Context: an optimization exercise on an open-source flow, tuned for small area, a short achievable clock period and few clock cycles per item. The choices shown serve that exercise and are no tape-out recipe. At most, simulation tests tie the RTL to the original design; equivalence was not proved. The RTL of run 1 was laid out without a check of its function.

## flow/design.v (module list and top-level ports; edited modules follow where they fit)
// module sqrt_binary_search: 883 lines
module sqrt_binary_search (
    input  logic        clk,
    input  logic        rst,         
    input  logic        valid_in,
    input  logic [15:0] x,           
    output logic [15:0] x_sqrt,      
    output logic        valid_out
);
  // ...
==> flow/flow/run.sh <==
#!/bin/bash
# The standard layout (standard.sh), with two changes:
#  - no adder-cell mapping in synthesis (ADDER_MAP_FILE empty): ABC maps the
#    adders from plain gates instead of the slow ha/fa cells;
#  - buf_2 cells as the port buffers (buffer_ports otherwise picks the slow
#    clkdlybuf4s50_1).
set -e
export ADDER_MAP_FILE=
export BUFFER_PORTS_ARGS="-buffer_cell sky130_fd_sc_hd__buf_2"
bash standard.sh > standard.log 2>&1
==> flow/standard.sh <==
#!/bin/bash
# synth_recipe.tcl (not shown) runs the flow's synth.tcl, then flattens the netlist and writes it again
# the make line also repeats each setting of config.mk as NAME=value (left out here)
make -C /OpenROAD-flow-scripts/flow DESIGN_CONFIG=/design/flow/config.mk WORK_HOME=/design/flow/orfs CLKGATE_MAP_FILE= SYNTH_SCRIPT=/design/flow/synth_recipe.tcl "${@:-finish}"
==> flow/config.mk <==
export PLATFORM = sky130hd
export DESIGN_NAME = sqrt_binary_search
export DESIGN_NICKNAME = sqrt_binary_search
export VERILOG_FILES = /design/flow/design.v
export SDC_FILE = /design/flow/constraint.sdc
export NUM_CORES = 4
export LEC_CHECK = 0
export ABC_AREA = 1
export CAP_MARGIN = 20
export CORE_MARGIN = 2
export CORE_UTILIZATION = 40
export SETUP_SLACK_MARGIN = 1.5
export SLEW_MARGIN = 20
==> flow/constraint.sdc <==
create_clock -name core_clock -period 11.0 [get_ports {clk}]
set_input_delay 2.2000 -clock core_clock [delete_from_list [all_inputs] [get_ports {clk}]]
set_output_delay 2.2000 -clock core_clock [all_outputs]
set_load 0.01 [all_outputs]
==> impl_metrics.csv, run 1 <==
group,metric,value,unit
run_status,status,"finished clean",
cts,path_clk_slew,60,ps
logic_synthesis,ys_seq_area_frac,0.0925,
place,port_buffers,31,
layout,largest_reg_flops,9,
layout,seq_share,0.0861,
global_routing,grt_util_all_layers,0.185,
die,dieWidth,103,um
global_routing,busiest_layer,"met2",
setup_path,path_class,"reg2out",
timing,fin_crit,7960,ps
logic_synthesis,synth_area_leader_cell,"nand2_1",
place,place_worst_setup_slack,3360,ps
cts,holdBufCountCts,0,
timing,rsz0062_at_grt,"no",
global_routing,grt_util_met1,0.244,
setup_path,required,8800,ps
global_routing,grt_max_degree,14,
timing,setup_viol,0,
layout,largest_register,"r_r",
layout,finalNonFillerCells,834,
layout,reg.largest.list,"r_r x9, o_r x7",
cts,cts_max_level,1,
logic_synthesis,synth_most_common_cell,"nand2_1",
setup_path,cp_num_cells,44,
setup_path,crit_end,"x_sqrt[0]",
==> module sqrt_binary_search, before the edit <==
module sqrt_binary_search (
    input  logic        clk,
    input  logic        rst,         
    input  logic        valid_in,
    input  logic [15:0] x,           
    output logic [15:0] x_sqrt,      
    output logic        valid_out
);
    wire [2:0] s_a0 = {1'b0, x[15:14]};
    wire [2:0] s_o0 = 3'b111;
    wire [2:0] s_g0_0 = s_a0 & s_o0;
    wire [2:0] s_p0_0 = s_a0 | s_o0;
    wire [2:0] s_g0_1, s_p0_1;
    assign s_g0_1[0] = s_g0_0[0];
    assign s_p0_1[0] = s_p0_0[0];
    assign s_g0_1[1] = s_g0_0[1] | (s_p0_0[1] & s_g0_0[0]);
    assign s_p0_1[1] = s_p0_0[1] & s_p0_0[0];
    assign s_g0_1[2] = s_g0_0[2];
    assign s_p0_1[2] = s_p0_0[2];
    wire [2:0] s_g0_2, s_p0_2;
    assign s_g0_2[0] = s_g0_1[0];
    assign s_p0_2[0] = s_p0_1[0];
    assign s_g0_2[1] = s_g0_1[1];
    assign s_p0_2[1] = s_p0_1[1];
    assign s_g0_2[2] = s_g0_1[2] | (s_p0_1[2] & s_g0_1[1]);
    assign s_p0_2[2] = s_p0_1[2] & s_p0_1[1];
    wire [2:0] s_c0 = {s_g0_2[1:0], 1'b0};
    wire [2:0] s_r1 = s_a0 ^ (s_o0 ^ s_c0);
    wire [0:0] s_q1 = ~s_r1[2];
    wire [3:0] s_a1 = {s_r1[1:0], x[13:12]};
    wire [3:0] s_o1 = {s_q1[0], s_q1 ^ {1{s_q1[0]}}, 2'b11};
    wire [3:0] s_g1_0 = s_a1 & s_o1;
    wire [3:0] s_p1_0 = s_a1 | s_o1;
    wire [3:0] s_g1_1, s_p1_1;
    assign s_g1_1[0] = s_g1_0[0];
    assign s_p1_1[0] = s_p1_0[0];
    assign s_g1_1[1] = s_g1_0[1] | (s_p1_0[1] & s_g1_0[0]);
    assign s_p1_1[1] = s_p1_0[1] & s_p1_0[0];
    assign s_g1_1[2] = s_g1_0[2];
    assign s_p1_1[2] = s_p1_0[2];
    assign s_g1_1[3] = s_g1_0[3] | (s_p1_0[3] & s_g1_0[2]);
    assign s_p1_1[3] = s_p1_0[3] & s_p1_0[2];
    wire [3:0] s_g1_2, s_p1_2;
    assign s_g1_2[0] = s_g1_1[0];
    assign s_p1_2[0] = s_p1_1[0];
    assign s_g1_2[1] = s_g1_1[1];
    assign s_p1_2[1] = s_p1_1[1];
    assign s_g1_2[2] = s_g1_1[2] | (s_p1_1[2] & s_g1_1[1]);
    assign s_p1_2[2] = s_p1_1[2] & s_p1_1[1];
    assign s_g1_2[3] = s_g1_1[3] | (s_p1_1[3] & s_g1_1[1]);
    assign s_p1_2[3] = s_p1_1[3] & s_p1_1[1];
    wire [3:0] s_c1 = {s_g1_2[2:0], 1'b0};
    wire [3:0] s_r2 = s_a1 ^ (s_o1 ^ s_c1);
    wire [1:0] s_q2 = {s_q1, ~s_r2[3]};
    wire [4:0] s_a2 = {s_r2[2:0], x[11:10]};
    wire [4:0] s_o2 = {s_q2[0], s_q2 ^ {2{s_q2[0]}}, 2'b11};
    wire [4:0] s_g2_0 = s_a2 & s_o2;
    wire [4:0] s_p2_0 = s_a2 | s_o2;
    wire [4:0] s_g2_1, s_p2_1;
    assign s_g2_1[0] = s_g2_0[0];
    assign s_p2_1[0] = s_p2_0[0];
    assign s_g2_1[1] = s_g2_0[1] | (s_p2_0[1] & s_g2_0[0]);
    assign s_p2_1[1] = s_p2_0[1] & s_p2_0[0];
    assign s_g2_1[2] = s_g2_0[2];
    assign s_p2_1[2] = s_p2_0[2];
    assign s_g2_1[3] = s_g2_0[3] | (s_p2_0[3] & s_g2_0[2]);
    assign s_p2_1[3] = s_p2_0[3] & s_p2_0[2];
    assign s_g2_1[4] = s_g2_0[4];
    assign s_p2_1[4] = s_p2_0[4];
    wire [4:0] s_g2_2, s_p2_2;
    assign s_g2_2[0] = s_g2_1[0];
    assign s_p2_2[0] = s_p2_1[0];
    assign s_g2_2[1] = s_g2_1[1];
    assign s_p2_2[1] = s_p2_1[1];
    assign s_g2_2[2] = s_g2_1[2] | (s_p2_1[2] & s_g2_1[1]);
    assign s_p2_2[2] = s_p2_1[2] & s_p2_1[1];
    assign s_g2_2[3] = s_g2_1[3] | (s_p2_1[3] & s_g2_1[1]);
    assign s_p2_2[3] = s_p2_1[3] & s_p2_1[1];
    assign s_g2_2[4] = s_g2_1[4];
    assign s_p2_2[4] = s_p2_1[4];
    wire [4:0] s_g2_3, s_p2_3;
    assign s_g2_3[0] = s_g2_2[0];
    assign s_p2_3[0] = s_p2_2[0];
    assign s_g2_3[1] = s_g2_2[1];
    assign s_p2_3[1] = s_p2_2[1];
    assign s_g2_3[2] = s_g2_2[2];
    assign s_p2_3[2] = s_p2_2[2];
    assign s_g2_3[3] = s_g2_2[3];
    assign s_p2_3[3] = s_p2_2[3];
    assign s_g2_3[4] = s_g2_2[4] | (s_p2_2[4] & s_g2_2[3]);
    assign s_p2_3[4] = s_p2_2[4] & s_p2_2[3];
    wire [4:0] s_c2 = {s_g2_3[3:0], 1'b0};
    wire [4:0] s_r3 = s_a2 ^ (s_o2 ^ s_c2);
    wire [2:0] s_q3 = {s_q2, ~s_r3[4]};
    wire [5:0] s_a3 = {s_r3[3:0], x[9:8]};
    wire [5:0] s_o3 = {s_q3[0], s_q3 ^ {3{s_q3[0]}}, 2'b11};
    wire [5:0] s_g3_0 = s_a3 & s_o3;
    wire [5:0] s_p3_0 = s_a3 | s_o3;
    wire [5:0] s_g3_1, s_p3_1;
    assign s_g3_1[0] = s_g3_0[0];
    assign s_p3_1[0] = s_p3_0[0];
    assign s_g3_1[1] = s_g3_0[1] | (s_p3_0[1] & s_g3_0[0]);
    assign s_p3_1[1] = s_p3_0[1] & s_p3_0[0];
    assign s_g3_1[2] = s_g3_0[2];
    assign s_p3_1[2] = s_p3_0[2];
    assign s_g3_1[3] = s_g3_0[3] | (s_p3_0[3] & s_g3_0[2]);
    assign s_p3_1[3] = s_p3_0[3] & s_p3_0[2];
    assign s_g3_1[4] = s_g3_0[4];
    assign s_p3_1[4] = s_p3_0[4];
    assign s_g3_1[5] = s_g3_0[5] | (s_p3_0[5] & s_g3_0[4]);
    assign s_p3_1[5] = s_p3_0[5] & s_p3_0[4];
    wire [5:0] s_g3_2, s_p3_2;
    assign s_g3_2[0] = s_g3_1[0];
    assign s_p3_2[0] = s_p3_1[0];
    assign s_g3_2[1] = s_g3_1[1];
    assign s_p3_2[1] = s_p3_1[1];
    assign s_g3_2[2] = s_g3_1[2] | (s_p3_1[2] & s_g3_1[1]);
    assign s_p3_2[2] = s_p3_1[2] & s_p3_1[1];
    assign s_g3_2[3] = s_g3_1[3] | (s_p3_1[3] & s_g3_1[1]);
    assign s_p3_2[3] = s_p3_1[3] & s_p3_1[1];
    assign s_g3_2[4] = s_g3_1[4];
    assign s_p3_2[4] = s_p3_1[4];
    assign s_g3_2[5] = s_g3_1[5];
    assign s_p3_2[5] = s_p3_1[5];
    wire [5:0] s_g3_3, s_p3_3;
    assign s_g3_3[0] = s_g3_2[0];
    assign s_p3_3[0] = s_p3_2[0];
    assign s_g3_3[1] = s_g3_2[1];
    assign s_p3_3[1] = s_p3_2[1];
    assign s_g3_3[2] = s_g3_2[2];
    assign s_p3_3[2] = s_p3_2[2];
    assign s_g3_3[3] = s_g3_2[3];
    assign s_p3_3[3] = s_p3_2[3];
    assign s_g3_3[4] = s_g3_2[4] | (s_p3_2[4] & s_g3_2[3]);
    assign s_p3_3[4] = s_p3_2[4] & s_p3_2[3];
    assign s_g3_3[5] = s_g3_2[5] | (s_p3_2[5] & s_g3_2[3]);
    assign s_p3_3[5] = s_p3_2[5] & s_p3_2[3];
    wire [5:0] s_c3 = {s_g3_3[4:0], 1'b0};
    wire [5:0] s_r4 = s_a3 ^ (s_o3 ^ s_c3);
    wire [3:0] s_q4 = {s_q3, ~s_r4[5]};
    wire [6:0] s_a4 = {s_r4[4:0], x[7:6]};
    wire [6:0] s_o4 = {s_q4[0], s_q4 ^ {4{s_q4[0]}}, 2'b11};
    wire [6:0] s_g4_0 = s_a4 & s_o4;
    wire [6:0] s_p4_0 = s_a4 | s_o4;
    wire [6:0] s_g4_1, s_p4_1;
    assign s_g4_1[0] = s_g4_0[0];
    assign s_p4_1[0] = s_p4_0[0];
    assign s_g4_1[1] = s_g4_0[1] | (s_p4_0[1] & s_g4_0[0]);
    assign s_p4_1[1] = s_p4_0[1] & s_p4_0[0];
    assign s_g4_1[2] = s_g4_0[2];
    assign s_p4_1[2] = s_p4_0[2];
    assign s_g4_1[3] = s_g4_0[3] | (s_p4_0[3] & s_g4_0[2]);
    assign s_p4_1[3] = s_p4_0[3] & s_p4_0[2];
    assign s_g4_1[4] = s_g4_0[4];
    assign s_p4_1[4] = s_p4_0[4];
    assign s_g4_1[5] = s_g4_0[5] | (s_p4_0[5] & s_g4_0[4]);
    assign s_p4_1[5] = s_p4_0[5] & s_p4_0[4];
    assign s_g4_1[6] = s_g4_0[6];
    assign s_p4_1[6] = s_p4_0[6];
    wire [6:0] s_g4_2, s_p4_2;
    assign s_g4_2[0] = s_g4_1[0];
    assign s_p4_2[0] = s_p4_1[0];
    assign s_g4_2[1] = s_g4_1[1];
    assign s_p4_2[1] = s_p4_1[1];
    assign s_g4_2[2] = s_g4_1[2] | (s_p4_1[2] & s_g4_1[1]);
    assign s_p4_2[2] = s_p4_1[2] & s_p4_1[1];
    assign s_g4_2[3] = s_g4_1[3] | (s_p4_1[3] & s_g4_1[1]);
    assign s_p4_2[3] = s_p4_1[3] & s_p4_1[1];
    assign s_g4_2[4] = s_g4_1[4];
    assign s_p4_2[4] = s_p4_1[4];
    assign s_g4_2[5] = s_g4_1[5];
    assign s_p4_2[5] = s_p4_1[5];
    assign s_g4_2[6] = s_g4_1[6] | (s_p4_1[6] & s_g4_1[5]);
    assign s_p4_2[6] = s_p4_1[6] & s_p4_1[5];
    wire [6:0] s_g4_3, s_p4_3;
    assign s_g4_3[0] = s_g4_2[0];
    assign s_p4_3[0] = s_p4_2[0];
    assign s_g4_3[1] = s_g4_2[1];
    assign s_p4_3[1] = s_p4_2[1];
    assign s_g4_3[2] = s_g4_2[2];
    assign s_p4_3[2] = s_p4_2[2];
    assign s_g4_3[3] = s_g4_2[3];
    assign s_p4_3[3] = s_p4_2[3];
    assign s_g4_3[4] = s_g4_2[4] | (s_p4_2[4] & s_g4_2[3]);
    assign s_p4_3[4] = s_p4_2[4] & s_p4_2[3];
    assign s_g4_3[5] = s_g4_2[5] | (s_p4_2[5] & s_g4_2[3]);
    assign s_p4_3[5] = s_p4_2[5] & s_p4_2[3];
    assign s_g4_3[6] = s_g4_2[6] | (s_p4_2[6] & s_g4_2[3]);
    assign s_p4_3[6] = s_p4_2[6] & s_p4_2[3];
    wire [6:0] s_c4 = {s_g4_3[5:0], 1'b0};
    wire [6:0] s_r5 = s_a4 ^ (s_o4 ^ s_c4);
    wire [4:0] s_q5 = {s_q4, ~s_r5[6]};
    wire [7:0] s_a5 = {s_r5[5:0], x[5:4]};
    wire [7:0] s_o5 = {s_q5[0], s_q5 ^ {5{s_q5[0]}}, 2'b11};
    wire [7:0] s_g5_0 = s_a5 & s_o5;
    wire [7:0] s_p5_0 = s_a5 | s_o5;
    wire [7:0] s_g5_1, s_p5_1;
    assign s_g5_1[0] = s_g5_0[0];
    assign s_p5_1[0] = s_p5_0[0];
    assign s_g5_1[1] = s_g5_0[1] | (s_p5_0[1] & s_g5_0[0]);
    assign s_p5_1[1] = s_p5_0[1] & s_p5_0[0];
    assign s_g5_1[2] = s_g5_0[2];
    assign s_p5_1[2] = s_p5_0[2];
    assign s_g5_1[3] = s_g5_0[3] | (s_p5_0[3] & s_g5_0[2]);
    assign s_p5_1[3] = s_p5_0[3] & s_p5_0[2];
    assign s_g5_1[4] = s_g5_0[4];
    assign s_p5_1[4] = s_p5_0[4];
    assign s_g5_1[5] = s_g5_0[5] | (s_p5_0[5] & s_g5_0[4]);
    assign s_p5_1[5] = s_p5_0[5] & s_p5_0[4];
    assign s_g5_1[6] = s_g5_0[6];
    assign s_p5_1[6] = s_p5_0[6];
    assign s_g5_1[7] = s_g5_0[7] | (s_p5_0[7] & s_g5_0[6]);
    assign s_p5_1[7] = s_p5_0[7] & s_p5_0[6];
    wire [7:0] s_g5_2, s_p5_2;
    assign s_g5_2[0] = s_g5_1[0];
    assign s_p5_2[0] = s_p5_1[0];
    assign s_g5_2[1] = s_g5_1[1];
    assign s_p5_2[1] = s_p5_1[1];
    assign s_g5_2[2] = s_g5_1[2] | (s_p5_1[2] & s_g5_1[1]);
    assign s_p5_2[2] = s_p5_1[2] & s_p5_1[1];
    assign s_g5_2[3] = s_g5_1[3] | (s_p5_1[3] & s_g5_1[1]);
    assign s_p5_2[3] = s_p5_1[3] & s_p5_1[1];
    assign s_g5_2[4] = s_g5_1[4];
    assign s_p5_2[4] = s_p5_1[4];
    assign s_g5_2[5] = s_g5_1[5];
    assign s_p5_2[5] = s_p5_1[5];
    assign s_g5_2[6] = s_g5_1[6] | (s_p5_1[6] & s_g5_1[5]);
    assign s_p5_2[6] = s_p5_1[6] & s_p5_1[5];
    assign s_g5_2[7] = s_g5_1[7] | (s_p5_1[7] & s_g5_1[5]);
    assign s_p5_2[7] = s_p5_1[7] & s_p5_1[5];
    wire [7:0] s_g5_3, s_p5_3;
    assign s_g5_3[0] = s_g5_2[0];
    assign s_p5_3[0] = s_p5_2[0];
    assign s_g5_3[1] = s_g5_2[1];
    assign s_p5_3[1] = s_p5_2[1];
    assign s_g5_3[2] = s_g5_2[2];
    assign s_p5_3[2] = s_p5_2[2];
    assign s_g5_3[3] = s_g5_2[3];
    assign s_p5_3[3] = s_p5_2[3];
    assign s_g5_3[4] = s_g5_2[4] | (s_p5_2[4] & s_g5_2[3]);
    assign s_p5_3[4] = s_p5_2[4] & s_p5_2[3];
    assign s_g5_3[5] = s_g5_2[5] | (s_p5_2[5] & s_g5_2[3]);
    assign s_p5_3[5] = s_p5_2[5] & s_p5_2[3];
    assign s_g5_3[6] = s_g5_2[6] | (s_p5_2[6] & s_g5_2[3]);
    assign s_p5_3[6] = s_p5_2[6] & s_p5_2[3];
    assign s_g5_3[7] = s_g5_2[7] | (s_p5_2[7] & s_g5_2[3]);
    assign s_p5_3[7] = s_p5_2[7] & s_p5_2[3];
    wire [7:0] s_c5 = {s_g5_3[6:0], 1'b0};
    wire [7:0] s_r6 = s_a5 ^ (s_o5 ^ s_c5);
    wire [5:0] s_q6 = {s_q5, ~s_r6[7]};
    wire [8:0] s_a6 = {s_r6[6:0], x[3:2]};
    wire [8:0] s_o6 = {s_q6[0], s_q6 ^ {6{s_q6[0]}}, 2'b11};
    wire [8:0] s_g6_0 = s_a6 & s_o6;
    wire [8:0] s_p6_0 = s_a6 | s_o6;
    wire [8:0] s_g6_1, s_p6_1;
    assign s_g6_1[0] = s_g6_0[0];
    assign s_p6_1[0] = s_p6_0[0];
    assign s_g6_1[1] = s_g6_0[1] | (s_p6_0[1] & s_g6_0[0]);
    assign s_p6_1[1] = s_p6_0[1] & s_p6_0[0];
    assign s_g6_1[2] = s_g6_0[2];
    assign s_p6_1[2] = s_p6_0[2];
    assign s_g6_1[3] = s_g6_0[3] | (s_p6_0[3] & s_g6_0[2]);
    assign s_p6_1[3] = s_p6_0[3] & s_p6_0[2];
    assign s_g6_1[4] = s_g6_0[4];
    assign s_p6_1[4] = s_p6_0[4];
    assign s_g6_1[5] = s_g6_0[5] | (s_p6_0[5] & s_g6_0[4]);
    assign s_p6_1[5] = s_p6_0[5] & s_p6_0[4];
    assign s_g6_1[6] = s_g6_0[6];
    assign s_p6_1[6] = s_p6_0[6];
    assign s_g6_1[7] = s_g6_0[7] | (s_p6_0[7] & s_g6_0[6]);
    assign s_p6_1[7] = s_p6_0[7] & s_p6_0[6];
    assign s_g6_1[8] = s_g6_0[8];
    assign s_p6_1[8] = s_p6_0[8];
    wire [8:0] s_g6_2, s_p6_2;
    assign s_g6_2[0] = s_g6_1[0];
    assign s_p6_2[0] = s_p6_1[0];
    assign s_g6_2[1] = s_g6_1[1];
    assign s_p6_2[1] = s_p6_1[1];
    assign s_g6_2[2] = s_g6_1[2] | (s_p6_1[2] & s_g6_1[1]);
    assign s_p6_2[2] = s_p6_1[2] & s_p6_1[1];
    assign s_g6_2[3] = s_g6_1[3] | (s_p6_1[3] & s_g6_1[1]);
    assign s_p6_2[3] = s_p6_1[3] & s_p6_1[1];
    assign s_g6_2[4] = s_g6_1[4];
    assign s_p6_2[4] = s_p6_1[4];
    assign s_g6_2[5] = s_g6_1[5];
    assign s_p6_2[5] = s_p6_1[5];
    assign s_g6_2[6] = s_g6_1[6] | (s_p6_1[6] & s_g6_1[5]);
    assign s_p6_2[6] = s_p6_1[6] & s_p6_1[5];
    assign s_g6_2[7] = s_g6_1[7] | (s_p6_1[7] & s_g6_1[5]);
    assign s_p6_2[7] = s_p6_1[7] & s_p6_1[5];
    assign s_g6_2[8] = s_g6_1[8];
    assign s_p6_2[8] = s_p6_1[8];
    wire [8:0] s_g6_3, s_p6_3;
    assign s_g6_3[0] = s_g6_2[0];
    assign s_p6_3[0] = s_p6_2[0];
    assign s_g6_3[1] = s_g6_2[1];
    assign s_p6_3[1] = s_p6_2[1];
    assign s_g6_3[2] = s_g6_2[2];
    assign s_p6_3[2] = s_p6_2[2];
    assign s_g6_3[3] = s_g6_2[3];
    assign s_p6_3[3] = s_p6_2[3];
    assign s_g6_3[4] = s_g6_2[4] | (s_p6_2[4] & s_g6_2[3]);
    assign s_p6_3[4] = s_p6_2[4] & s_p6_2[3];
    assign s_g6_3[5] = s_g6_2[5] | (s_p6_2[5] & s_g6_2[3]);
    assign s_p6_3[5] = s_p6_2[5] & s_p6_2[3];
    assign s_g6_3[6] = s_g6_2[6] | (s_p6_2[6] & s_g6_2[3]);
    assign s_p6_3[6] = s_p6_2[6] & s_p6_2[3];
    assign s_g6_3[7] = s_g6_2[7] | (s_p6_2[7] & s_g6_2[3]);
    assign s_p6_3[7] = s_p6_2[7] & s_p6_2[3];
    assign s_g6_3[8] = s_g6_2[8];
    assign s_p6_3[8] = s_p6_2[8];
    wire [8:0] s_g6_4, s_p6_4;
    assign s_g6_4[0] = s_g6_3[0];
    assign s_p6_4[0] = s_p6_3[0];
    assign s_g6_4[1] = s_g6_3[1];
    assign s_p6_4[1] = s_p6_3[1];
    assign s_g6_4[2] = s_g6_3[2];
    assign s_p6_4[2] = s_p6_3[2];
    assign s_g6_4[3] = s_g6_3[3];
    assign s_p6_4[3] = s_p6_3[3];
    assign s_g6_4[4] = s_g6_3[4];
    assign s_p6_4[4] = s_p6_3[4];
    assign s_g6_4[5] = s_g6_3[5];
    assign s_p6_4[5] = s_p6_3[5];
    assign s_g6_4[6] = s_g6_3[6];
    assign s_p6_4[6] = s_p6_3[6];
    assign s_g6_4[7] = s_g6_3[7];
    assign s_p6_4[7] = s_p6_3[7];
    assign s_g6_4[8] = s_g6_3[8] | (s_p6_3[8] & s_g6_3[7]);
    assign s_p6_4[8] = s_p6_3[8] & s_p6_3[7];
    wire [8:0] s_c6 = {s_g6_4[7:0], 1'b0};
    wire [8:0] s_r7 = s_a6 ^ (s_o6 ^ s_c6);
    wire [6:0] s_q7 = {s_q6, ~s_r7[8]};
    wire [9:0] s_a7 = {s_r7[7:0], x[1:0]};
    wire [9:0] s_o7 = {s_q7[0], s_q7 ^ {7{s_q7[0]}}, 2'b11};
    wire [9:0] s_g7_0 = s_a7 & s_o7;
    wire [9:0] s_p7_0 = s_a7 | s_o7;
    wire [9:0] s_g7_1, s_p7_1;
    assign s_g7_1[0] = s_g7_0[0];
    assign s_p7_1[0] = s_p7_0[0];
    assign s_g7_1[1] = s_g7_0[1] | (s_p7_0[1] & s_g7_0[0]);
    assign s_p7_1[1] = s_p7_0[1] & s_p7_0[0];
    assign s_g7_1[2] = s_g7_0[2];
    assign s_p7_1[2] = s_p7_0[2];
    assign s_g7_1[3] = s_g7_0[3] | (s_p7_0[3] & s_g7_0[2]);
    assign s_p7_1[3] = s_p7_0[3] & s_p7_0[2];
    assign s_g7_1[4] = s_g7_0[4];
    assign s_p7_1[4] = s_p7_0[4];
    assign s_g7_1[5] = s_g7_0[5] | (s_p7_0[5] & s_g7_0[4]);
    assign s_p7_1[5] = s_p7_0[5] & s_p7_0[4];
    assign s_g7_1[6] = s_g7_0[6];
    assign s_p7_1[6] = s_p7_0[6];
    assign s_g7_1[7] = s_g7_0[7] | (s_p7_0[7] & s_g7_0[6]);
    assign s_p7_1[7] = s_p7_0[7] & s_p7_0[6];
    assign s_g7_1[8] = s_g7_0[8];
    assign s_p7_1[8] = s_p7_0[8];
    assign s_g7_1[9] = s_g7_0[9] | (s_p7_0[9] & s_g7_0[8]);
    assign s_p7_1[9] = s_p7_0[9] & s_p7_0[8];
    wire [9:0] s_g7_2, s_p7_2;
    assign s_g7_2[0] = s_g7_1[0];
    assign s_p7_2[0] = s_p7_1[0];
    assign s_g7_2[1] = s_g7_1[1];
    assign s_p7_2[1] = s_p7_1[1];
    assign s_g7_2[2] = s_g7_1[2] | (s_p7_1[2] & s_g7_1[1]);
    assign s_p7_2[2] = s_p7_1[2] & s_p7_1[1];
    assign s_g7_2[3] = s_g7_1[3] | (s_p7_1[3] & s_g7_1[1]);
    assign s_p7_2[3] = s_p7_1[3] & s_p7_1[1];
    assign s_g7_2[4] = s_g7_1[4];
    assign s_p7_2[4] = s_p7_1[4];
    assign s_g7_2[5] = s_g7_1[5];
    assign s_p7_2[5] = s_p7_1[5];
    assign s_g7_2[6] = s_g7_1[6] | (s_p7_1[6] & s_g7_1[5]);
    assign s_p7_2[6] = s_p7_1[6] & s_p7_1[5];
    assign s_g7_2[7] = s_g7_1[7] | (s_p7_1[7] & s_g7_1[5]);
    assign s_p7_2[7] = s_p7_1[7] & s_p7_1[5];
    assign s_g7_2[8] = s_g7_1[8];
    assign s_p7_2[8] = s_p7_1[8];
    assign s_g7_2[9] = s_g7_1[9];
    assign s_p7_2[9] = s_p7_1[9];
    wire [9:0] s_g7_3, s_p7_3;
    assign s_g7_3[0] = s_g7_2[0];
    assign s_p7_3[0] = s_p7_2[0];
    assign s_g7_3[1] = s_g7_2[1];
    assign s_p7_3[1] = s_p7_2[1];
    assign s_g7_3[2] = s_g7_2[2];
    assign s_p7_3[2] = s_p7_2[2];
    assign s_g7_3[3] = s_g7_2[3];
    assign s_p7_3[3] = s_p7_2[3];
    assign s_g7_3[4] = s_g7_2[4] | (s_p7_2[4] & s_g7_2[3]);
    assign s_p7_3[4] = s_p7_2[4] & s_p7_2[3];
    assign s_g7_3[5] = s_g7_2[5] | (s_p7_2[5] & s_g7_2[3]);
    assign s_p7_3[5] = s_p7_2[5] & s_p7_2[3];
    assign s_g7_3[6] = s_g7_2[6] | (s_p7_2[6] & s_g7_2[3]);
    assign s_p7_3[6] = s_p7_2[6] & s_p7_2[3];
    assign s_g7_3[7] = s_g7_2[7] | (s_p7_2[7] & s_g7_2[3]);
    assign s_p7_3[7] = s_p7_2[7] & s_p7_2[3];
    assign s_g7_3[8] = s_g7_2[8];
    assign s_p7_3[8] = s_p7_2[8];
    assign s_g7_3[9] = s_g7_2[9];
    assign s_p7_3[9] = s_p7_2[9];
    wire [9:0] s_g7_4, s_p7_4;
    assign s_g7_4[0] = s_g7_3[0];
    assign s_p7_4[0] = s_p7_3[0];
    assign s_g7_4[1] = s_g7_3[1];
    assign s_p7_4[1] = s_p7_3[1];
    assign s_g7_4[2] = s_g7_3[2];
    assign s_p7_4[2] = s_p7_3[2];
    assign s_g7_4[3] = s_g7_3[3];
    assign s_p7_4[3] = s_p7_3[3];
    assign s_g7_4[4] = s_g7_3[4];
    assign s_p7_4[4] = s_p7_3[4];
    assign s_g7_4[5] = s_g7_3[5];
    assign s_p7_4[5] = s_p7_3[5];
    assign s_g7_4[6] = s_g7_3[6];
    assign s_p7_4[6] = s_p7_3[6];
    assign s_g7_4[7] = s_g7_3[7];
    assign s_p7_4[7] = s_p7_3[7];
    assign s_g7_4[8] = s_g7_3[8] | (s_p7_3[8] & s_g7_3[7]);
    assign s_p7_4[8] = s_p7_3[8] & s_p7_3[7];
    assign s_g7_4[9] = s_g7_3[9] | (s_p7_3[9] & s_g7_3[7]);
    assign s_p7_4[9] = s_p7_3[9] & s_p7_3[7];
    wire [9:0] s_c7 = {s_g7_4[8:0], 1'b0};
    wire [9:0] s_r8 = s_a7 ^ (s_o7 ^ s_c7);
    wire [7:0] s_q8 = {s_q7, ~s_r8[9]};
    logic s_r;                
    logic [6:0] o_r;      
    logic [9:0] r_r;
    logic v_r;
    always_ff @(posedge clk) begin
        if (rst) v_r <= 1'b0;
        else     v_r <= valid_in;
        s_r <= s_q8[0];
        o_r <= s_q8[7:1] ^ {7{s_q8[0]}};
        r_r <= s_r8;
    end
    wire [7:0] q_r = {o_r ^ {7{s_r}}, s_r};
    wire [10:0] t_a8 = {r_r[8:0], 2'b00};
    wire [10:0] t_o8 = {s_r, o_r, 1'b0, 2'b11};
    wire [10:0] t_g8_0 = t_a8 & t_o8;
    wire [10:0] t_p8_0 = t_a8 | t_o8;
    wire [10:0] t_g8_1, t_p8_1;
    assign t_g8_1[0] = t_g8_0[0];
    assign t_p8_1[0] = t_p8_0[0];
    assign t_g8_1[1] = t_g8_0[1] | (t_p8_0[1] & t_g8_0[0]);
    assign t_p8_1[1] = t_p8_0[1] & t_p8_0[0];
    assign t_g8_1[2] = t_g8_0[2];
    assign t_p8_1[2] = t_p8_0[2];
    assign t_g8_1[3] = t_g8_0[3] | (t_p8_0[3] & t_g8_0[2]);
    assign t_p8_1[3] = t_p8_0[3] & t_p8_0[2];
    assign t_g8_1[4] = t_g8_0[4];
    assign t_p8_1[4] = t_p8_0[4];
    assign t_g8_1[5] = t_g8_0[5] | (t_p8_0[5] & t_g8_0[4]);
    assign t_p8_1[5] = t_p8_0[5] & t_p8_0[4];
    assign t_g8_1[6] = t_g8_0[6];
    assign t_p8_1[6] = t_p8_0[6];
    assign t_g8_1[7] = t_g8_0[7] | (t_p8_0[7] & t_g8_0[6]);
    assign t_p8_1[7] = t_p8_0[7] & t_p8_0[6];
    assign t_g8_1[8] = t_g8_0[8];
    assign t_p8_1[8] = t_p8_0[8];
    assign t_g8_1[9] = t_g8_0[9] | (t_p8_0[9] & t_g8_0[8]);
    assign t_p8_1[9] = t_p8_0[9] & t_p8_0[8];
    assign t_g8_1[10] = t_g8_0[10];
    assign t_p8_1[10] = t_p8_0[10];
    wire [10:0] t_g8_2, t_p8_2;
    assign t_g8_2[0] = t_g8_1[0];
    assign t_p8_2[0] = t_p8_1[0];
    assign t_g8_2[1] = t_g8_1[1];
    assign t_p8_2[1] = t_p8_1[1];
    assign t_g8_2[2] = t_g8_1[2] | (t_p8_1[2] & t_g8_1[1]);
    assign t_p8_2[2] = t_p8_1[2] & t_p8_1[1];
    assign t_g8_2[3] = t_g8_1[3] | (t_p8_1[3] & t_g8_1[1]);
    assign t_p8_2[3] = t_p8_1[3] & t_p8_1[1];
    assign t_g8_2[4] = t_g8_1[4];
    assign t_p8_2[4] = t_p8_1[4];
    assign t_g8_2[5] = t_g8_1[5];
    assign t_p8_2[5] = t_p8_1[5];
    assign t_g8_2[6] = t_g8_1[6] | (t_p8_1[6] & t_g8_1[5]);
    assign t_p8_2[6] = t_p8_1[6] & t_p8_1[5];
    assign t_g8_2[7] = t_g8_1[7] | (t_p8_1[7] & t_g8_1[5]);
    assign t_p8_2[7] = t_p8_1[7] & t_p8_1[5];
    assign t_g8_2[8] = t_g8_1[8];
    assign t_p8_2[8] = t_p8_1[8];
    assign t_g8_2[9] = t_g8_1[9];
    assign t_p8_2[9] = t_p8_1[9];
    assign t_g8_2[10] = t_g8_1[10] | (t_p8_1[10] & t_g8_1[9]);
    assign t_p8_2[10] = t_p8_1[10] & t_p8_1[9];
    wire [10:0] t_g8_3, t_p8_3;
    assign t_g8_3[0] = t_g8_2[0];
    assign t_p8_3[0] = t_p8_2[0];
    assign t_g8_3[1] = t_g8_2[1];
    assign t_p8_3[1] = t_p8_2[1];
    assign t_g8_3[2] = t_g8_2[2];
    assign t_p8_3[2] = t_p8_2[2];
    assign t_g8_3[3] = t_g8_2[3];
    assign t_p8_3[3] = t_p8_2[3];
    assign t_g8_3[4] = t_g8_2[4] | (t_p8_2[4] & t_g8_2[3]);
    assign t_p8_3[4] = t_p8_2[4] & t_p8_2[3];
    assign t_g8_3[5] = t_g8_2[5] | (t_p8_2[5] & t_g8_2[3]);
    assign t_p8_3[5] = t_p8_2[5] & t_p8_2[3];
    assign t_g8_3[6] = t_g8_2[6] | (t_p8_2[6] & t_g8_2[3]);
    assign t_p8_3[6] = t_p8_2[6] & t_p8_2[3];
    assign t_g8_3[7] = t_g8_2[7] | (t_p8_2[7] & t_g8_2[3]);
    assign t_p8_3[7] = t_p8_2[7] & t_p8_2[3];
    assign t_g8_3[8] = t_g8_2[8];
    assign t_p8_3[8] = t_p8_2[8];
    assign t_g8_3[9] = t_g8_2[9];
    assign t_p8_3[9] = t_p8_2[9];
    assign t_g8_3[10] = t_g8_2[10];
    assign t_p8_3[10] = t_p8_2[10];
    wire [10:0] t_g8_4, t_p8_4;
    assign t_g8_4[0] = t_g8_3[0];
    assign t_p8_4[0] = t_p8_3[0];
    assign t_g8_4[1] = t_g8_3[1];
    assign t_p8_4[1] = t_p8_3[1];
    assign t_g8_4[2] = t_g8_3[2];
    assign t_p8_4[2] = t_p8_3[2];
    assign t_g8_4[3] = t_g8_3[3];
    assign t_p8_4[3] = t_p8_3[3];
    assign t_g8_4[4] = t_g8_3[4];
    assign t_p8_4[4] = t_p8_3[4];
    assign t_g8_4[5] = t_g8_3[5];
    assign t_p8_4[5] = t_p8_3[5];
    assign t_g8_4[6] = t_g8_3[6];
    assign t_p8_4[6] = t_p8_3[6];
    assign t_g8_4[7] = t_g8_3[7];
    assign t_p8_4[7] = t_p8_3[7];
    assign t_g8_4[8] = t_g8_3[8] | (t_p8_3[8] & t_g8_3[7]);
    assign t_p8_4[8] = t_p8_3[8] & t_p8_3[7];
    assign t_g8_4[9] = t_g8_3[9] | (t_p8_3[9] & t_g8_3[7]);
    assign t_p8_4[9] = t_p8_3[9] & t_p8_3[7];
    assign t_g8_4[10] = t_g8_3[10] | (t_p8_3[10] & t_g8_3[7]);
    assign t_p8_4[10] = t_p8_3[10] & t_p8_3[7];
    wire [10:0] t_c8 = {t_g8_4[9:0], 1'b0};
    wire [10:0] t_r9 = t_a8 ^ (t_o8 ^ t_c8);
    wire [8:0] t_q9 = {q_r, ~t_r9[10]};
    wire [11:0] t_a9 = {t_r9[9:0], 2'b00};
    wire [11:0] t_o9 = {t_q9[0], t_q9 ^ {9{t_q9[0]}}, 2'b11};
    wire [11:0] t_g9_0 = t_a9 & t_o9;
    wire [11:0] t_p9_0 = t_a9 | t_o9;
    wire [11:0] t_g9_1, t_p9_1;
    assign t_g9_1[0] = t_g9_0[0];
    assign t_p9_1[0] = t_p9_0[0];
    assign t_g9_1[1] = t_g9_0[1] | (t_p9_0[1] & t_g9_0[0]);
    assign t_p9_1[1] = t_p9_0[1] & t_p9_0[0];
    assign t_g9_1[2] = t_g9_0[2];
    assign t_p9_1[2] = t_p9_0[2];
    assign t_g9_1[3] = t_g9_0[3] | (t_p9_0[3] & t_g9_0[2]);
    assign t_p9_1[3] = t_p9_0[3] & t_p9_0[2];
    assign t_g9_1[4] = t_g9_0[4];
    assign t_p9_1[4] = t_p9_0[4];
    assign t_g9_1[5] = t_g9_0[5] | (t_p9_0[5] & t_g9_0[4]);
    assign t_p9_1[5] = t_p9_0[5] & t_p9_0[4];
    assign t_g9_1[6] = t_g9_0[6];
    assign t_p9_1[6] = t_p9_0[6];
    assign t_g9_1[7] = t_g9_0[7] | (t_p9_0[7] & t_g9_0[6]);
    assign t_p9_1[7] = t_p9_0[7] & t_p9_0[6];
    assign t_g9_1[8] = t_g9_0[8];
    assign t_p9_1[8] = t_p9_0[8];
    assign t_g9_1[9] = t_g9_0[9] | (t_p9_0[9] & t_g9_0[8]);
    assign t_p9_1[9] = t_p9_0[9] & t_p9_0[8];
    assign t_g9_1[10] = t_g9_0[10];
    assign t_p9_1[10] = t_p9_0[10];
    assign t_g9_1[11] = t_g9_0[11] | (t_p9_0[11] & t_g9_0[10]);
    assign t_p9_1[11] = t_p9_0[11] & t_p9_0[10];
    wire [11:0] t_g9_2, t_p9_2;
    assign t_g9_2[0] = t_g9_1[0];
    assign t_p9_2[0] = t_p9_1[0];
    assign t_g9_2[1] = t_g9_1[1];
    assign t_p9_2[1] = t_p9_1[1];
    assign t_g9_2[2] = t_g9_1[2] | (t_p9_1[2] & t_g9_1[1]);
    assign t_p9_2[2] = t_p9_1[2] & t_p9_1[1];
    assign t_g9_2[3] = t_g9_1[3] | (t_p9_1[3] & t_g9_1[1]);
    assign t_p9_2[3] = t_p9_1[3] & t_p9_1[1];
    assign t_g9_2[4] = t_g9_1[4];
    assign t_p9_2[4] = t_p9_1[4];
    assign t_g9_2[5] = t_g9_1[5];
    assign t_p9_2[5] = t_p9_1[5];
    assign t_g9_2[6] = t_g9_1[6] | (t_p9_1[6] & t_g9_1[5]);
    assign t_p9_2[6] = t_p9_1[6] & t_p9_1[5];
    assign t_g9_2[7] = t_g9_1[7] | (t_p9_1[7] & t_g9_1[5]);
    assign t_p9_2[7] = t_p9_1[7] & t_p9_1[5];
    assign t_g9_2[8] = t_g9_1[8];
    assign t_p9_2[8] = t_p9_1[8];
    assign t_g9_2[9] = t_g9_1[9];
    assign t_p9_2[9] = t_p9_1[9];
    assign t_g9_2[10] = t_g9_1[10] | (t_p9_1[10] & t_g9_1[9]);
    assign t_p9_2[10] = t_p9_1[10] & t_p9_1[9];
    assign t_g9_2[11] = t_g9_1[11] | (t_p9_1[11] & t_g9_1[9]);
    assign t_p9_2[11] = t_p9_1[11] & t_p9_1[9];
    wire [11:0] t_g9_3, t_p9_3;
    assign t_g9_3[0] = t_g9_2[0];
    assign t_p9_3[0] = t_p9_2[0];
    assign t_g9_3[1] = t_g9_2[1];
    assign t_p9_3[1] = t_p9_2[1];
    assign t_g9_3[2] = t_g9_2[2];
    assign t_p9_3[2] = t_p9_2[2];
    assign t_g9_3[3] = t_g9_2[3];
    assign t_p9_3[3] = t_p9_2[3];
    assign t_g9_3[4] = t_g9_2[4] | (t_p9_2[4] & t_g9_2[3]);
    assign t_p9_3[4] = t_p9_2[4] & t_p9_2[3];
    assign t_g9_3[5] = t_g9_2[5] | (t_p9_2[5] & t_g9_2[3]);
    assign t_p9_3[5] = t_p9_2[5] & t_p9_2[3];
    assign t_g9_3[6] = t_g9_2[6] | (t_p9_2[6] & t_g9_2[3]);
    assign t_p9_3[6] = t_p9_2[6] & t_p9_2[3];
    assign t_g9_3[7] = t_g9_2[7] | (t_p9_2[7] & t_g9_2[3]);
    assign t_p9_3[7] = t_p9_2[7] & t_p9_2[3];
    assign t_g9_3[8] = t_g9_2[8];
    assign t_p9_3[8] = t_p9_2[8];
    assign t_g9_3[9] = t_g9_2[9];
    assign t_p9_3[9] = t_p9_2[9];
    assign t_g9_3[10] = t_g9_2[10];
    assign t_p9_3[10] = t_p9_2[10];
    assign t_g9_3[11] = t_g9_2[11];
    assign t_p9_3[11] = t_p9_2[11];
    wire [11:0] t_g9_4, t_p9_4;
    assign t_g9_4[0] = t_g9_3[0];
    assign t_p9_4[0] = t_p9_3[0];
    assign t_g9_4[1] = t_g9_3[1];
    assign t_p9_4[1] = t_p9_3[1];
    assign t_g9_4[2] = t_g9_3[2];
    assign t_p9_4[2] = t_p9_3[2];
    assign t_g9_4[3] = t_g9_3[3];
    assign t_p9_4[3] = t_p9_3[3];
    assign t_g9_4[4] = t_g9_3[4];
    assign t_p9_4[4] = t_p9_3[4];
    assign t_g9_4[5] = t_g9_3[5];
    assign t_p9_4[5] = t_p9_3[5];
    assign t_g9_4[6] = t_g9_3[6];
    assign t_p9_4[6] = t_p9_3[6];
    assign t_g9_4[7] = t_g9_3[7];
    assign t_p9_4[7] = t_p9_3[7];
    assign t_g9_4[8] = t_g9_3[8] | (t_p9_3[8] & t_g9_3[7]);
    assign t_p9_4[8] = t_p9_3[8] & t_p9_3[7];
    assign t_g9_4[9] = t_g9_3[9] | (t_p9_3[9] & t_g9_3[7]);
    assign t_p9_4[9] = t_p9_3[9] & t_p9_3[7];
    assign t_g9_4[10] = t_g9_3[10] | (t_p9_3[10] & t_g9_3[7]);
    assign t_p9_4[10] = t_p9_3[10] & t_p9_3[7];
    assign t_g9_4[11] = t_g9_3[11] | (t_p9_3[11] & t_g9_3[7]);
    assign t_p9_4[11] = t_p9_3[11] & t_p9_3[7];
    wire [11:0] t_c9 = {t_g9_4[10:0], 1'b0};
    wire [11:0] t_r10 = t_a9 ^ (t_o9 ^ t_c9);
    wire [9:0] t_q10 = {t_q9, ~t_r10[11]};
    wire [12:0] t_a10 = {t_r10[10:0], 2'b00};
    wire [12:0] t_o10 = {t_q10[0], t_q10 ^ {10{t_q10[0]}}, 2'b11};
    wire [12:0] t_g10_0 = t_a10 & t_o10;
    wire [12:0] t_p10_0 = t_a10 | t_o10;
    wire [12:0] t_g10_1, t_p10_1;
    assign t_g10_1[0] = t_g10_0[0];
    assign t_p10_1[0] = t_p10_0[0];
    assign t_g10_1[1] = t_g10_0[1] | (t_p10_0[1] & t_g10_0[0]);
    assign t_p10_1[1] = t_p10_0[1] & t_p10_0[0];
    assign t_g10_1[2] = t_g10_0[2];
    assign t_p10_1[2] = t_p10_0[2];
    assign t_g10_1[3] = t_g10_0[3] | (t_p10_0[3] & t_g10_0[2]);
    assign t_p10_1[3] = t_p10_0[3] & t_p10_0[2];
    assign t_g10_1[4] = t_g10_0[4];
    assign t_p10_1[4] = t_p10_0[4];
    assign t_g10_1[5] = t_g10_0[5] | (t_p10_0[5] & t_g10_0[4]);
    assign t_p10_1[5] = t_p10_0[5] & t_p10_0[4];
    assign t_g10_1[6] = t_g10_0[6];
    assign t_p10_1[6] = t_p10_0[6];
    assign t_g10_1[7] = t_g10_0[7] | (t_p10_0[7] & t_g10_0[6]);
    assign t_p10_1[7] = t_p10_0[7] & t_p10_0[6];
    assign t_g10_1[8] = t_g10_0[8];
    assign t_p10_1[8] = t_p10_0[8];
    assign t_g10_1[9] = t_g10_0[9] | (t_p10_0[9] & t_g10_0[8]);
    assign t_p10_1[9] = t_p10_0[9] & t_p10_0[8];
    assign t_g10_1[10] = t_g10_0[10];
    assign t_p10_1[10] = t_p10_0[10];
    assign t_g10_1[11] = t_g10_0[11] | (t_p10_0[11] & t_g10_0[10]);
    assign t_p10_1[11] = t_p10_0[11] & t_p10_0[10];
    assign t_g10_1[12] = t_g10_0[12];
    assign t_p10_1[12] = t_p10_0[12];
    wire [12:0] t_g10_2, t_p10_2;
    assign t_g10_2[0] = t_g10_1[0];
    assign t_p10_2[0] = t_p10_1[0];
    assign t_g10_2[1] = t_g10_1[1];
    assign t_p10_2[1] = t_p10_1[1];
    assign t_g10_2[2] = t_g10_1[2] | (t_p10_1[2] & t_g10_1[1]);
    assign t_p10_2[2] = t_p10_1[2] & t_p10_1[1];
    assign t_g10_2[3] = t_g10_1[3] | (t_p10_1[3] & t_g10_1[1]);
    assign t_p10_2[3] = t_p10_1[3] & t_p10_1[1];
    assign t_g10_2[4] = t_g10_1[4];
    assign t_p10_2[4] = t_p10_1[4];
    assign t_g10_2[5] = t_g10_1[5];
    assign t_p10_2[5] = t_p10_1[5];
    assign t_g10_2[6] = t_g10_1[6] | (t_p10_1[6] & t_g10_1[5]);
    assign t_p10_2[6] = t_p10_1[6] & t_p10_1[5];
    assign t_g10_2[7] = t_g10_1[7] | (t_p10_1[7] & t_g10_1[5]);
    assign t_p10_2[7] = t_p10_1[7] & t_p10_1[5];
    assign t_g10_2[8] = t_g10_1[8];
    assign t_p10_2[8] = t_p10_1[8];
    assign t_g10_2[9] = t_g10_1[9];
    assign t_p10_2[9] = t_p10_1[9];
    assign t_g10_2[10] = t_g10_1[10] | (t_p10_1[10] & t_g10_1[9]);
    assign t_p10_2[10] = t_p10_1[10] & t_p10_1[9];
    assign t_g10_2[11] = t_g10_1[11] | (t_p10_1[11] & t_g10_1[9]);
    assign t_p10_2[11] = t_p10_1[11] & t_p10_1[9];
    assign t_g10_2[12] = t_g10_1[12];
    assign t_p10_2[12] = t_p10_1[12];
    wire [12:0] t_g10_3, t_p10_3;
    assign t_g10_3[0] = t_g10_2[0];
    assign t_p10_3[0] = t_p10_2[0];
    assign t_g10_3[1] = t_g10_2[1];
    assign t_p10_3[1] = t_p10_2[1];
    assign t_g10_3[2] = t_g10_2[2];
    assign t_p10_3[2] = t_p10_2[2];
    assign t_g10_3[3] = t_g10_2[3];
    assign t_p10_3[3] = t_p10_2[3];
    assign t_g10_3[4] = t_g10_2[4] | (t_p10_2[4] & t_g10_2[3]);
    assign t_p10_3[4] = t_p10_2[4] & t_p10_2[3];
    assign t_g10_3[5] = t_g10_2[5] | (t_p10_2[5] & t_g10_2[3]);
    assign t_p10_3[5] = t_p10_2[5] & t_p10_2[3];
    assign t_g10_3[6] = t_g10_2[6] | (t_p10_2[6] & t_g10_2[3]);
    assign t_p10_3[6] = t_p10_2[6] & t_p10_2[3];
    assign t_g10_3[7] = t_g10_2[7] | (t_p10_2[7] & t_g10_2[3]);
    assign t_p10_3[7] = t_p10_2[7] & t_p10_2[3];
    assign t_g10_3[8] = t_g10_2[8];
    assign t_p10_3[8] = t_p10_2[8];
    assign t_g10_3[9] = t_g10_2[9];
    assign t_p10_3[9] = t_p10_2[9];
    assign t_g10_3[10] = t_g10_2[10];
    assign t_p10_3[10] = t_p10_2[10];
    assign t_g10_3[11] = t_g10_2[11];
    assign t_p10_3[11] = t_p10_2[11];
    assign t_g10_3[12] = t_g10_2[12] | (t_p10_2[12] & t_g10_2[11]);
    assign t_p10_3[12] = t_p10_2[12] & t_p10_2[11];
    wire [12:0] t_g10_4, t_p10_4;
    assign t_g10_4[0] = t_g10_3[0];
    assign t_p10_4[0] = t_p10_3[0];
    assign t_g10_4[1] = t_g10_3[1];
    assign t_p10_4[1] = t_p10_3[1];
    assign t_g10_4[2] = t_g10_3[2];
    assign t_p10_4[2] = t_p10_3[2];
    assign t_g10_4[3] = t_g10_3[3];
    assign t_p10_4[3] = t_p10_3[3];
    assign t_g10_4[4] = t_g10_3[4];
    assign t_p10_4[4] = t_p10_3[4];
    assign t_g10_4[5] = t_g10_3[5];
    assign t_p10_4[5] = t_p10_3[5];
    assign t_g10_4[6] = t_g10_3[6];
    assign t_p10_4[6] = t_p10_3[6];
    assign t_g10_4[7] = t_g10_3[7];
    assign t_p10_4[7] = t_p10_3[7];
    assign t_g10_4[8] = t_g10_3[8] | (t_p10_3[8] & t_g10_3[7]);
    assign t_p10_4[8] = t_p10_3[8] & t_p10_3[7];
    assign t_g10_4[9] = t_g10_3[9] | (t_p10_3[9] & t_g10_3[7]);
    assign t_p10_4[9] = t_p10_3[9] & t_p10_3[7];
    assign t_g10_4[10] = t_g10_3[10] | (t_p10_3[10] & t_g10_3[7]);
    assign t_p10_4[10] = t_p10_3[10] & t_p10_3[7];
    assign t_g10_4[11] = t_g10_3[11] | (t_p10_3[11] & t_g10_3[7]);
    assign t_p10_4[11] = t_p10_3[11] & t_p10_3[7];
    assign t_g10_4[12] = t_g10_3[12] | (t_p10_3[12] & t_g10_3[7]);
    assign t_p10_4[12] = t_p10_3[12] & t_p10_3[7];
    wire [12:0] t_c10 = {t_g10_4[11:0], 1'b0};
    wire [12:0] t_r11 = t_a10 ^ (t_o10 ^ t_c10);
    wire [10:0] t_q11 = {t_q10, ~t_r11[12]};
    wire [13:0] t_a11 = {t_r11[11:0], 2'b00};
    wire [13:0] t_o11 = {t_q11[0], t_q11 ^ {11{t_q11[0]}}, 2'b11};
    wire [13:0] t_g11_0 = t_a11 & t_o11;
    wire [13:0] t_p11_0 = t_a11 | t_o11;
    wire [13:0] t_g11_1, t_p11_1;
    assign t_g11_1[0] = t_g11_0[0];
    assign t_p11_1[0] = t_p11_0[0];
    assign t_g11_1[1] = t_g11_0[1] | (t_p11_0[1] & t_g11_0[0]);
    assign t_p11_1[1] = t_p11_0[1] & t_p11_0[0];
    assign t_g11_1[2] = t_g11_0[2];
    assign t_p11_1[2] = t_p11_0[2];
    assign t_g11_1[3] = t_g11_0[3] | (t_p11_0[3] & t_g11_0[2]);
    assign t_p11_1[3] = t_p11_0[3] & t_p11_0[2];
    assign t_g11_1[4] = t_g11_0[4];
    assign t_p11_1[4] = t_p11_0[4];
    assign t_g11_1[5] = t_g11_0[5] | (t_p11_0[5] & t_g11_0[4]);
    assign t_p11_1[5] = t_p11_0[5] & t_p11_0[4];
    assign t_g11_1[6] = t_g11_0[6];
    assign t_p11_1[6] = t_p11_0[6];
    assign t_g11_1[7] = t_g11_0[7] | (t_p11_0[7] & t_g11_0[6]);
    assign t_p11_1[7] = t_p11_0[7] & t_p11_0[6];
    assign t_g11_1[8] = t_g11_0[8];
    assign t_p11_1[8] = t_p11_0[8];
    assign t_g11_1[9] = t_g11_0[9] | (t_p11_0[9] & t_g11_0[8]);
    assign t_p11_1[9] = t_p11_0[9] & t_p11_0[8];
    assign t_g11_1[10] = t_g11_0[10];
    assign t_p11_1[10] = t_p11_0[10];
    assign t_g11_1[11] = t_g11_0[11] | (t_p11_0[11] & t_g11_0[10]);
    assign t_p11_1[11] = t_p11_0[11] & t_p11_0[10];
    assign t_g11_1[12] = t_g11_0[12];
    assign t_p11_1[12] = t_p11_0[12];
    assign t_g11_1[13] = t_g11_0[13] | (t_p11_0[13] & t_g11_0[12]);
    assign t_p11_1[13] = t_p11_0[13] & t_p11_0[12];
    wire [13:0] t_g11_2, t_p11_2;
    assign t_g11_2[0] = t_g11_1[0];
    assign t_p11_2[0] = t_p11_1[0];
    assign t_g11_2[1] = t_g11_1[1];
    assign t_p11_2[1] = t_p11_1[1];
    assign t_g11_2[2] = t_g11_1[2] | (t_p11_1[2] & t_g11_1[1]);
    assign t_p11_2[2] = t_p11_1[2] & t_p11_1[1];
    assign t_g11_2[3] = t_g11_1[3] | (t_p11_1[3] & t_g11_1[1]);
    assign t_p11_2[3] = t_p11_1[3] & t_p11_1[1];
    assign t_g11_2[4] = t_g11_1[4];
    assign t_p11_2[4] = t_p11_1[4];
    assign t_g11_2[5] = t_g11_1[5];
    assign t_p11_2[5] = t_p11_1[5];
    assign t_g11_2[6] = t_g11_1[6] | (t_p11_1[6] & t_g11_1[5]);
    assign t_p11_2[6] = t_p11_1[6] & t_p11_1[5];
    assign t_g11_2[7] = t_g11_1[7] | (t_p11_1[7] & t_g11_1[5]);
    assign t_p11_2[7] = t_p11_1[7] & t_p11_1[5];
    assign t_g11_2[8] = t_g11_1[8];
    assign t_p11_2[8] = t_p11_1[8];
    assign t_g11_2[9] = t_g11_1[9];
    assign t_p11_2[9] = t_p11_1[9];
    assign t_g11_2[10] = t_g11_1[10] | (t_p11_1[10] & t_g11_1[9]);
    assign t_p11_2[10] = t_p11_1[10] & t_p11_1[9];
    assign t_g11_2[11] = t_g11_1[11] | (t_p11_1[11] & t_g11_1[9]);
    assign t_p11_2[11] = t_p11_1[11] & t_p11_1[9];
    assign t_g11_2[12] = t_g11_1[12];
    assign t_p11_2[12] = t_p11_1[12];
    assign t_g11_2[13] = t_g11_1[13];
    assign t_p11_2[13] = t_p11_1[13];
    wire [13:0] t_g11_3, t_p11_3;
    assign t_g11_3[0] = t_g11_2[0];
    assign t_p11_3[0] = t_p11_2[0];
    assign t_g11_3[1] = t_g11_2[1];
    assign t_p11_3[1] = t_p11_2[1];
    assign t_g11_3[2] = t_g11_2[2];
    assign t_p11_3[2] = t_p11_2[2];
    assign t_g11_3[3] = t_g11_2[3];
    assign t_p11_3[3] = t_p11_2[3];
    assign t_g11_3[4] = t_g11_2[4] | (t_p11_2[4] & t_g11_2[3]);
    assign t_p11_3[4] = t_p11_2[4] & t_p11_2[3];
    assign t_g11_3[5] = t_g11_2[5] | (t_p11_2[5] & t_g11_2[3]);
    assign t_p11_3[5] = t_p11_2[5] & t_p11_2[3];
    assign t_g11_3[6] = t_g11_2[6] | (t_p11_2[6] & t_g11_2[3]);
    assign t_p11_3[6] = t_p11_2[6] & t_p11_2[3];
    assign t_g11_3[7] = t_g11_2[7] | (t_p11_2[7] & t_g11_2[3]);
    assign t_p11_3[7] = t_p11_2[7] & t_p11_2[3];
    assign t_g11_3[8] = t_g11_2[8];
    assign t_p11_3[8] = t_p11_2[8];
    assign t_g11_3[9] = t_g11_2[9];
    assign t_p11_3[9] = t_p11_2[9];
    assign t_g11_3[10] = t_g11_2[10];
    assign t_p11_3[10] = t_p11_2[10];
    assign t_g11_3[11] = t_g11_2[11];
    assign t_p11_3[11] = t_p11_2[11];
    assign t_g11_3[12] = t_g11_2[12] | (t_p11_2[12] & t_g11_2[11]);
    assign t_p11_3[12] = t_p11_2[12] & t_p11_2[11];
    assign t_g11_3[13] = t_g11_2[13] | (t_p11_2[13] & t_g11_2[11]);
    assign t_p11_3[13] = t_p11_2[13] & t_p11_2[11];
    wire [13:0] t_g11_4, t_p11_4;
    assign t_g11_4[0] = t_g11_3[0];
    assign t_p11_4[0] = t_p11_3[0];
    assign t_g11_4[1] = t_g11_3[1];
    assign t_p11_4[1] = t_p11_3[1];
    assign t_g11_4[2] = t_g11_3[2];
    assign t_p11_4[2] = t_p11_3[2];
    assign t_g11_4[3] = t_g11_3[3];
    assign t_p11_4[3] = t_p11_3[3];
    assign t_g11_4[4] = t_g11_3[4];
    assign t_p11_4[4] = t_p11_3[4];
    assign t_g11_4[5] = t_g11_3[5];
    assign t_p11_4[5] = t_p11_3[5];
    assign t_g11_4[6] = t_g11_3[6];
    assign t_p11_4[6] = t_p11_3[6];
    assign t_g11_4[7] = t_g11_3[7];
    assign t_p11_4[7] = t_p11_3[7];
    assign t_g11_4[8] = t_g11_3[8] | (t_p11_3[8] & t_g11_3[7]);
    assign t_p11_4[8] = t_p11_3[8] & t_p11_3[7];
    assign t_g11_4[9] = t_g11_3[9] | (t_p11_3[9] & t_g11_3[7]);
    assign t_p11_4[9] = t_p11_3[9] & t_p11_3[7];
    assign t_g11_4[10] = t_g11_3[10] | (t_p11_3[10] & t_g11_3[7]);
    assign t_p11_4[10] = t_p11_3[10] & t_p11_3[7];
    assign t_g11_4[11] = t_g11_3[11] | (t_p11_3[11] & t_g11_3[7]);
    assign t_p11_4[11] = t_p11_3[11] & t_p11_3[7];
    assign t_g11_4[12] = t_g11_3[12] | (t_p11_3[12] & t_g11_3[7]);
    assign t_p11_4[12] = t_p11_3[12] & t_p11_3[7];
    assign t_g11_4[13] = t_g11_3[13] | (t_p11_3[13] & t_g11_3[7]);
    assign t_p11_4[13] = t_p11_3[13] & t_p11_3[7];
    wire [13:0] t_c11 = {t_g11_4[12:0], 1'b0};
    wire [13:0] t_r12 = t_a11 ^ (t_o11 ^ t_c11);
    wire [11:0] t_q12 = {t_q11, ~t_r12[13]};
    assign x_sqrt    = {4'd0, t_q12};
    assign valid_out = v_r;
endmodule
==> inputs of run 2 (changes only) <==
--- a/flow/design.v
+++ b/flow/design.v
@@ -424,4 +424,3 @@
     wire [7:0] s_q8 = {s_q7, ~s_r8[9]};
-    logic s_r;                
-    logic [6:0] o_r;      
+    logic [7:0] q_r;
     logic [9:0] r_r;
@@ -431,9 +430,7 @@
         else     v_r <= valid_in;
-        s_r <= s_q8[0];
-        o_r <= s_q8[7:1] ^ {7{s_q8[0]}};
+        q_r <= s_q8;
         r_r <= s_r8;
     end
-    wire [7:0] q_r = {o_r ^ {7{s_r}}, s_r};
     wire [10:0] t_a8 = {r_r[8:0], 2'b00};
-    wire [10:0] t_o8 = {s_r, o_r, 1'b0, 2'b11};
+    wire [10:0] t_o8 = {q_r[0], q_r ^ {8{q_r[0]}}, 2'b11};
     wire [10:0] t_g8_0 = t_a8 & t_o8;
==> flow/flow/run.sh (replaced) <==
#!/bin/bash
# The standard layout (standard.sh), with these changes:
#  - synthesis: no adder-cell mapping (ADDER_MAP_FILE empty), so ABC maps the
#    adders from plain gates instead of the slow ha/fa cells, and the final ABC
#    mapping uses flow/abc_iter.script (see flow/synth_iter.tcl);
#  - buf_2 cells as the port buffers (buffer_ports otherwise picks the slow
#    clkdlybuf4s50_1);
#  - setup repair only resizes cells (SETUP_MOVE_SEQUENCE=sizeup).
set -e
here=$(pwd)
export ADDER_MAP_FILE=
export BUFFER_PORTS_ARGS="-buffer_cell sky130_fd_sc_hd__buf_2"
export SETUP_MOVE_SEQUENCE=sizeup
bash standard.sh SYNTH_SCRIPT=$here/flow/synth_iter.tcl finish > standard.log 2>&1
==> flow/flow/abc_iter.script (new file) <==
strash
dch
map -B 0.9
strash
dch
map -B 0.9
strash
dch
map -B 0.9
strash
dch
map -B 0.9
strash
dch
map -B 0.9
strash
dch
map -B 0.9
topo
stime -c
buffer -c
upsize -c
dnsize -c
==> flow/flow/synth_iter.tcl (new file) <==
# The standard flow's synthesis (synth_recipe.tcl, which sources ORFS's synth.tcl) with one
# change: the final technology mapping runs ABC with abc_iter.script, which
# repeats ORFS's area script's strash/dch/map round six times before sizing.
# Everything before it (synth -nofsm -noshare, flip-flop mapping) and after it
# (flatten, renames) is the standard flow's own, so the registers are the standard ones.
set ::abc_iter_script [file normalize [file join [file dirname [info script]] abc_iter.script]]
set ::synth_recipe_tcl [file normalize [file join [file dirname [info script]] .. synth_recipe.tcl]]
proc abc {args} {
  set i [lsearch -exact $args -script]
  if {$i >= 0} { lset args [expr {$i + 1}] $::abc_iter_script }
  yosys abc {*}$args
}
source $::synth_recipe_tcl
--- a/flow/config.mk
+++ b/flow/config.mk
@@ -11,3 +11,5 @@
 export CORE_UTILIZATION = 40
-export SETUP_SLACK_MARGIN = 1.5
+export PLACE_DENSITY = 0.85
+export SETUP_SLACK_MARGIN = 3.5
 export SLEW_MARGIN = 20
+export TNS_END_PERCENT = 10
==> run 2 against run 1 <==
Global-route usage down 2.0 points. Area after synthesis down 4.1%. First-iteration DRC count up 11%. Worst hold slack worse by 1.1 ps. Die area down 3.9%. Count of clock-buffer cells in the layout unchanged. Sequential share of layout area up 0.42 points. Largest cell class unchanged. Highest routed layer unchanged.
==> impl_metrics.csv, run 2 <==
group,metric,value,unit
setup_path,path_class,"reg2out",
layout,num-fill-cells,966,
cts,cts.path.max_buffers,2,
die,dieWidth,101,um
timing,fin_setup_tns,0,ps
layout,largest_register,"r_r",
layout,drive_above_1_share,0.179,
global_routing,overflow,0,
logic_synthesis,yosysWarnings,1,
logic_synthesis,postSynthAreaPerCell,5.54,um2
layout,final_common_cell,"nand2_1",
die,rows,35,
logic_synthesis,synth_most_common_cell,"nand2_1",
logic_synthesis,ys_ff_latch,18,
cts,cts_max_level,1,
logic_synthesis,ys_seq_area_frac,0.0965,
die,start_util,0.408,
cts,cts_made_buffers,3,
place,place_area,3970,um2
route,vias,3952,
die,dieArea,10100,um2
global_routing,grt_util_all_layers,0.166,
layout,num-nets-final,725,
setup_path,arrival,4660,ps
place,port_buffers,31,
setup_path,crit_fanout,13,
timing,slew_headroom,0.618,
place,gp_congestion,0.920,
setup_path,crit_slowest_cell,"dfxtp_4",
place,dp_hpwl,7120,um
layout,reg.largest.list,"r_r x9, q_r x8, v_r x1",
layout,largest_reg_flops,9,
layout,syn_to_final_growth,7.94,%
die,die_h,101,um
die,io-pin-count,36,
global_routing,grt_max_degree,14,
timing,hold_viol,0,
route,ant_nets,0,
timing,drv_slew,0,
cts,post_cts_buffers,0,
layout,final_cell_mix,"nand2_1 (282), nand3_1 (91), inv_1 (71)",
logic_synthesis,synthArstFlopShare,0,
global_routing,grt_pass1_wl,14200,um
run_status,status,"finished clean",
logic_synthesis,synth-edff-count,0,
setup_path,start_kind,"register",
route,first_pass_iters,4,
cts,path_clk_slew,60,ps
setup_path,slowest_delay,450,ps
timing,worst_slew_pin_slew,574,ps
route,wirelength,8250,um
layout,postLayoutCellArea,4030,um2
route,drt_first_iter_violations,145,
logic_synthesis,synthCells,674,
logic_synthesis,synth_area_leader_cell,"nand2_1",
place,placedCellCount,812,
timing,clock.fmax,146,MHz
timing,finalCritPeriodShare,0.624,
logic_synthesis,synth_top_area_frac,0.283,
setup_path,path_common_cell,"nand2_1",
cts,cts_root_buf,"clkbuf_8",
logic_synthesis,netlist_area,3730,um2
logic_synthesis,synth_cell_type_count,35,
setup_path,crit_path_start,"q_r[0]",
setup_path,cp-end-kind,"output port",
layout,finalNonFillerCells,816,
cts,cts_tree,"built",
setup_path,required,8800,ps
route,drc,0,
route,wl_per_cell,10.1,um
logic_synthesis,synthTopCellsByCount,"nand2_1 (282), nand3_1 (91), inv_1 (71)",
timing,fin_crit,6860,ps
layout,diodes,0,
global_routing,grt_pass1_vias,3402,
timing,rsz0062_at_grt,"no",
cts,clock_sinks,18,
logic_synthesis,synth_ff_type,"dfxtp_1",
job,max_cap_viol_count,0,
route,viasPerCell,4.84,
worst_hold_path,hold_path.class,"in2reg",
die,core_area,9150,um2
global_routing,antenna_found_initial,0,
logic_synthesis,synth_area_leaders,"nand2_1 (28%), nand3_1 (12%), dfxtp_1 (9.6%)",
timing,setup_viol,0,
worst_hold_path,hp-start,"rst",
==> run 2: cell count changes in the layout (fill, tap and decap cells not counted), moves of 4 or more <==
cell     change
o21ai_0      -5
nor2_1       -7
inv_1       -14
nor2_2       -5
nand4_1      -4
nand3_1     +18
xor2_1      -17
nand2_4      +4
xor2_2       -4
nand3_2     +11
a21oi_1      -7
nand2_1     +56
xnor2_1     -10
==> run 2: area by class of cell <==
| cell class | instances | area, um2 | area share |
|---|---|---|---|
| clock buffer | 4 | 55.1 | 0.0137 |
| tap | 111 | 139 | 0.0345 |
| inverter | 82 | 313 | 0.0776 |
| sequential | 18 | 364 | 0.0903 |
| multi-input combinational | 570 | 3010 | 0.745 |
| timing repair buffer | 31 | 155 | 0.0385 |
==> run 2: what timing repair did <==
action / CTS / global route
hold buffers: 0 / 0
setup endpoints to repair: 0 / 1
resized for setup: 0 / 2
endpoints found under the hold margin: 0 / 0
==> run 2: path summary, 6_finish.rpt <==
path                        end  slack (ps)  cells after the start
worst max-delay path  x_sqrt[0]        4140                     41
worst min-delay path        v_r        2090                      2
==> run 2: through the flow <==
step	worst slack, ps	hold WS [ps]	util
after floorplan	4960	2260	-
after global placement	4300	2360	0.434
after detailed placement	4130	2360	0.434
after CTS	3840	2080	0.440
after global routing	3530	2090	0.440
final	4140	2090	0.440
==> run 2: logic make-up after synthesis <==
family	Yosys count	synth area share
buf+inv	89	0.102
flops	18	0.0965
xor+xnor	46	0.112
simple gates	497	0.649
compound gates	23	0.0399
other cells	1	0.00100
==> run 2: critical path, delay by kind of cell (launching register included) <==
family	cells	cell delay, ps
DFF	1	450
and+or+nand+nor	39	3790
buffers and inverters	2	160
==> run 2: routing by layer <==
metal  global-route usage  vias to the layer above  wire, um
li1                     -                     2173         -
met1                0.201                     1716      3910
met2                0.313                       57      4070
met3              0.00832                        6       207
met4               0.0464                        0        65
met5                    0                        -         0
Testbench counts of run 2, summed over its fixed seeds: cycles 262,148, items 262,144.

==> port drivers added, routing unchanged <==
The results above use ideal ports. As a check the final layouts listed here were re-extracted and re-timed, cells and wires unchanged. Step 1 sets driving cells, clkbuf_16 on the clock port and buf_2 on the other inputs (assumed; they add their load-dependent delay and slew). Step 2 moves the port delays by t, midway between the first and last clock arrival at a register: inputs arrive t later, outputs are due t later. That takes back most of the time a late clock gives input paths. Three values: ideal ports, drivers, drivers and shift; two values: the first two.
run | shift t [ns] | setup WS [ns] | hold WS [ns] | slew at the worst register clock pin (ns) | worst data-port slew with drivers (ns)
run 1 | 0.272 | 3.039 / 3.018 / 3.290 | 2.092 / 2.095 / 2.367 | 0.06 / 0.06 | 0.04
run 2 | 0.275 | 4.141 / 4.117 / 4.392 | 2.091 / 2.088 / 2.363 | 0.06 / 0.06 | 0.03
After both steps every run listed still meets setup and hold.
